Source: an optimization exercise on an open RTL-to-GDS flow (aim: small area). Production flows keep margins and buffers that such runs may drop. Function was checked by simulation only, so behaviour that the tests miss may differ from the original. Power and IR drop assume default switching activity.

## Router_top
module Router_top(clock, resetn, read_enb_0, read_enb_1, read_enb_2, pkt_valid, data_in,
                  data_out_0, data_out_1, data_out_2, valid_out_0, valid_out_1, valid_out_2, error, busy);
Size: roughly 1,800 cells after synthesis, roughly 43 I/O pins, ~16,000 um^2 of cells after synthesis.
Settings: LEC_CHECK=0, CAP_MARGIN=10, CORE_MARGIN=2, CORE_UTILIZATION=40, GPL_TIMING_DRIVEN=0, SLEW_MARGIN=10; clock period 10.0 ns.
standard.sh (not shown) runs the stock make flow with config.mk's settings and CLKGATE_MAP_FILE= SYNTH_SCRIPT=/design/flow/synth_recipe.tcl, a recipe that flattens the netlist after the stock synthesis.
==> flow/flow/run.sh <==
#!/bin/bash
# Layout flow: the standard ORFS flow with two changes.
#  - synthesis maps the logic with flow/abc_area.script (area-oriented ABC
#    mapping) instead of ORFS's abc_area.script; the flip-flops and their
#    names are those of the standard synthesis;
#  - CTS runs without dummy loads and with larger sink clusters.
set -euo pipefail
W=$(pwd)
F=$W/flow

# synthesis script: the standard flow's, with the abc override inserted after its first line
{ head -n 1 "$W/synth_recipe.tcl"; cat "$F/synth_pre.tcl"; tail -n +2 "$W/synth_recipe.tcl"; } > "$W/flow_synth.tcl"
sed "s#$W/synth_recipe.tcl#$W/flow_synth.tcl#g" "$W/standard.sh" > "$W/flow_standard.sh"
grep -q flow_synth.tcl "$W/flow_standard.sh"

export FLOW_ABC_SCRIPT=$F/abc_area.script
export CTS_ARGS="-sink_clustering_enable -repair_clock_nets -dont_use_dummy_load -sink_clustering_size 24 -sink_clustering_max_diameter 80"
export BUFFER_PORTS_ARGS="-buffer_cell sky130_fd_sc_hd__buf_1"

bash "$W/flow_standard.sh" finish > "$W/flow_make.log" 2>&1
==> flow/flow/abc_area.script <==
strash
dc2
&get -n
&dch -f
&nf -a -R 1000
&put
mfs2
strash
&get -n
&dch -f
&nf -a -R 1000
&put
mfs2
strash
&get -n
&dch -f
&nf -a -R 1000
&put
mfs2
strash
&get -n
&dch -f
&nf -a -R 1000
&put
topo
==> flow/flow/synth_pre.tcl <==
# Run Yosys's abc with an area-oriented mapping script (flow/abc_area.script)
# in place of the script ORFS passes; everything else in the synthesis is the
# standard one, so the registers are the same.
proc abc {args} {
  set i [lsearch -exact $args -script]
  if { $i >= 0 } {
    lset args [expr {$i + 1}] $::env(FLOW_ABC_SCRIPT)
  }
  yosys abc {*}$args
}
The baseline finished with timing, DRC and antenna clean.
Then changed:
--- a/flow/flow/run.sh
+++ b/flow/flow/run.sh
@@ -16,3 +16,3 @@
 export FLOW_ABC_SCRIPT=$F/abc_area.script
-export CTS_ARGS="-sink_clustering_enable -repair_clock_nets -dont_use_dummy_load -sink_clustering_size 24 -sink_clustering_max_diameter 80"
+export CTS_ARGS="-sink_clustering_enable -repair_clock_nets -dont_use_dummy_load -sink_clustering_size 30 -sink_clustering_max_diameter 60"
 export BUFFER_PORTS_ARGS="-buffer_cell sky130_fd_sc_hd__buf_1"
The new run passed the timing, DRC and antenna checks.
Wire length rose by 0.31%.
Cell count hardly moves.
Global-route usage rose by 0.27 points.
Register-to-register slack improves by 0.05 ns.
Then changed:
--- a/flow/flow/run.sh
+++ b/flow/flow/run.sh
@@ -16,3 +16,3 @@
 export FLOW_ABC_SCRIPT=$F/abc_area.script
-export CTS_ARGS="-sink_clustering_enable -repair_clock_nets -dont_use_dummy_load -sink_clustering_size 30 -sink_clustering_max_diameter 60"
+export CTS_ARGS="-sink_clustering_enable -repair_clock_nets -dont_use_dummy_load -sink_clustering_size 40 -sink_clustering_max_diameter 70"
 export BUFFER_PORTS_ARGS="-buffer_cell sky130_fd_sc_hd__buf_1"
After rerunning: The changed run went through all stages and came out clean. Utilization came out lower by 0.43 points. Die area stays the same. Wire length shrinks slightly. Power fell by a few percent. Count of clock-buffer cells in the layout went down by 7.
Then changed:
--- a/flow/flow/run.sh
+++ b/flow/flow/run.sh
@@ -1,3 +1,3 @@
 #!/bin/bash
-# Layout flow: the standard ORFS flow with two changes.
+# Layout flow: the standard ORFS flow (standard.sh) with three changes.
 #  - synthesis maps the logic with flow/abc_area.script (area-oriented ABC
@@ -5,3 +5,6 @@
 #    names are those of the standard synthesis;
-#  - CTS runs without dummy loads and with larger sink clusters.
+#  - CTS runs without dummy loads and with larger sink clusters;
+#  - every input and output port still gets a buffer, of the smallest kind.
+# All of make's output goes to flow_make.log; ORFS keeps each step's log
+# under orfs/logs/.
 set -euo pipefail
@@ -16,3 +19,3 @@
 export FLOW_ABC_SCRIPT=$F/abc_area.script
-export CTS_ARGS="-sink_clustering_enable -repair_clock_nets -dont_use_dummy_load -sink_clustering_size 40 -sink_clustering_max_diameter 70"
+export CTS_ARGS="-sink_clustering_enable -repair_clock_nets -dont_use_dummy_load -sink_clustering_size 26 -sink_clustering_max_diameter 100"
 export BUFFER_PORTS_ARGS="-buffer_cell sky130_fd_sc_hd__buf_1"
- CORE_UTILIZATION: 40 -> 50
Outcome: The changed run produced a clean layout; final cell count fell by about 4%; flip-flop and latch count does not change; die area fell by 20%; worst hold slack is better by 0.020 ns; via count rose by 1.1%; setup slack is worse by 0.26 ns; power fell by about 5%.
Then changed:
--- a/flow/flow/run.sh
+++ b/flow/flow/run.sh
@@ -19,3 +19,3 @@
 export FLOW_ABC_SCRIPT=$F/abc_area.script
-export CTS_ARGS="-sink_clustering_enable -repair_clock_nets -dont_use_dummy_load -sink_clustering_size 26 -sink_clustering_max_diameter 100"
+export CTS_ARGS="-sink_clustering_enable -repair_clock_nets -dont_use_dummy_load -sink_clustering_size 24 -sink_clustering_max_diameter 80"
 export BUFFER_PORTS_ARGS="-buffer_cell sky130_fd_sc_hd__buf_1"
- CORE_UTILIZATION: 50 -> 40
What happened:
- The changed run passed the timing, DRC and antenna checks
- global-route usage goes down by 8.1 points
- area after synthesis is unchanged
- total power goes up by 5.9%
- fmax goes up by 4.2%
- die area goes up by 24%
- design area goes up by 1.9%
- via count goes down by 0.44%
- clock skew goes up by 0.034 ns
- worst setup slack is better by 0.20 ns


== v9 ==
Starting RTL as in the previous note.
==> flow/config.mk <==
export PLATFORM = sky130hd
export DESIGN_NAME = Router_top
export DESIGN_NICKNAME = Router_top
export VERILOG_FILES = /design/flow/design.v
export SDC_FILE = /design/flow/constraint.sdc
export NUM_CORES = 4
export LEC_CHECK = 0
export CAP_MARGIN = 10
export CORE_MARGIN = 2
export CORE_UTILIZATION = 40
export GPL_TIMING_DRIVEN = 0
export SLEW_MARGIN = 10
==> flow/constraint.sdc <==
create_clock -name core_clock -period 10.0 [get_ports {clock}]
set_input_delay 2.0000 -clock core_clock [delete_from_list [all_inputs] [get_ports {clock}]]
set_output_delay 2.0000 -clock core_clock [all_outputs]
set_load 0.01 [all_outputs]
==> flow/flow/run.sh <==
#!/bin/bash
# Layout flow: the standard ORFS flow with two changes.
#  - synthesis maps the logic with flow/abc_area.script (area-oriented ABC
#    mapping) instead of ORFS's abc_area.script; the flip-flops and their
#    names are those of the standard synthesis;
#  - CTS runs without dummy loads and with larger sink clusters.
set -euo pipefail
W=$(pwd)
F=$W/flow

# synthesis script: the standard flow's, with the abc override inserted after its first line
{ head -n 1 "$W/synth_recipe.tcl"; cat "$F/synth_pre.tcl"; tail -n +2 "$W/synth_recipe.tcl"; } > "$W/flow_synth.tcl"
sed "s#$W/synth_recipe.tcl#$W/flow_synth.tcl#g" "$W/standard.sh" > "$W/flow_standard.sh"
grep -q flow_synth.tcl "$W/flow_standard.sh"

export FLOW_ABC_SCRIPT=$F/abc_area.script
export CTS_ARGS="-sink_clustering_enable -repair_clock_nets -dont_use_dummy_load -sink_clustering_size 26 -sink_clustering_max_diameter 100"
export BUFFER_PORTS_ARGS="-buffer_cell sky130_fd_sc_hd__buf_1"

bash "$W/flow_standard.sh" finish > "$W/flow_make.log" 2>&1
Scripts as last shown in full above: flow/flow/abc_area.script, flow/flow/synth_pre.tcl
> inputs changed (v9 -> v23)
-- flow/flow/run.sh --
<<< v9, line 16
export FLOW_ABC_SCRIPT=$F/abc_area.script
export CTS_ARGS="-sink_clustering_enable -repair_clock_nets -dont_use_dummy_load -sink_clustering_size 26 -sink_clustering_max_diameter 100"
export BUFFER_PORTS_ARGS="-buffer_cell sky130_fd_sc_hd__buf_1"
>>> v23, line 16
export FLOW_ABC_SCRIPT=$F/abc_area.script
export CTS_ARGS="-sink_clustering_enable -repair_clock_nets -dont_use_dummy_load -sink_clustering_size 30 -sink_clustering_max_diameter 85"
export BUFFER_PORTS_ARGS="-buffer_cell sky130_fd_sc_hd__buf_1"
Notes after the runs:
Re sequential portion of the cell area: v23 is 0.26 points down on v9.
v9 tops out at a lower clock frequency than v23.
Design area ends up lower on v9.
Minimum setup slack in the final design, v9 and v23: larger value in v23
CTS buffer count: v9 and v23 compared, higher one is v23
For wire length of the first global-routing pass, v23 and v9 come out practically identical.
Changes in v32 relative to v23:
==> flow/flow/run.sh <==
#!/bin/bash
# Layout flow: the standard ORFS flow (standard.sh) with three changes.
#  - synthesis maps the logic with flow/abc_area.script (area-oriented ABC
#    mapping) instead of ORFS's abc_area.script; the flip-flops and their
#    names are those of the standard synthesis;
#  - CTS runs without dummy loads and with larger sink clusters;
#  - every input and output port still gets a buffer, of the smallest kind.
# All of make's output goes to flow_make.log; ORFS keeps each step's log
# under orfs/logs/.
set -euo pipefail
W=$(pwd)
F=$W/flow

# synthesis script: the standard flow's, with the abc override inserted after its first line
{ head -n 1 "$W/synth_recipe.tcl"; cat "$F/synth_pre.tcl"; tail -n +2 "$W/synth_recipe.tcl"; } > "$W/flow_synth.tcl"
sed "s#$W/synth_recipe.tcl#$W/flow_synth.tcl#g" "$W/standard.sh" > "$W/flow_standard.sh"
grep -q flow_synth.tcl "$W/flow_standard.sh"

export FLOW_ABC_SCRIPT=$F/abc_area.script
export CTS_ARGS="-sink_clustering_enable -repair_clock_nets -dont_use_dummy_load -sink_clustering_size 26 -sink_clustering_max_diameter 100"
export BUFFER_PORTS_ARGS="-buffer_cell sky130_fd_sc_hd__buf_1"

bash "$W/flow_standard.sh" finish > "$W/flow_make.log" 2>&1
Findings:
Cell count of the worst reg-to-reg path for v32 is lower than for v23. v32 — switching part of the total 0.32 points higher, v23 as reference. v23 tops out at a higher clock frequency than v32. v32 vs v23 — period utilization rose 0.95 points. The area of all placed cells without fillers in v32 sits 0.55% below the value recorded for v23. Summary of the comparison: headroom to the max-slew limit is lower in v32, relative to v23. Compared with v23, v32 shows clock skew lower by 0.049 ns.

separate check: timing with driven ports:
The flow's constraints put no driver on any port. The routed layouts listed below were extracted and timed again, unchanged, in two steps.
Step 1 sets driving cells, clkbuf_16 on the clock port and buf_2 on the other inputs (assumed; they add their load-dependent delay and slew).
Step 2 adds t to the input delays and takes it off the output delays; t is the mean of the earliest and latest rising clock arrival at the registers after step 1. Input paths then give back, and output paths get back, about the clock's delay inside the block.
a / b / c = no drivers / after step 1 / after step 2; a / b = the first two.
| run | shift t [ns] | setup WS [ns] | worst hold slack (ns) | worst setup path at the end |
|---|---|---|---|---|
| the first run of note 1 | 0.625 | 5.140 / 5.140 / 5.140 | 0.358 / 0.358 / 0.358 | register to register |
| the second run of note 1 | 0.603 | 5.187 / 5.187 / 5.187 | 0.367 / 0.367 / 0.367 | register to register |
| the third run of note 1 | 0.627 | 5.193 / 5.193 / 5.193 | 0.356 / 0.356 / 0.356 | register to register |
| the fourth run of note 1 | 0.612 | 4.938 / 4.938 / 4.938 | 0.376 / 0.376 / 0.376 | register to register |
| the fifth run of note 1 | 0.625 | 5.140 / 5.140 / 5.140 | 0.358 / 0.358 / 0.358 | register to register |
| v9 | 0.619 | 5.078 / 5.078 / 5.078 | 0.366 / 0.366 / 0.366 | register to register |
| v23 | 0.610 | 5.174 / 5.174 / 5.174 | 0.337 / 0.337 / 0.337 | register to register |
| v32 | 0.619 | 5.078 / 5.078 / 5.078 | 0.366 / 0.366 / 0.366 | register to register |
After both steps every run listed still meets setup and hold.
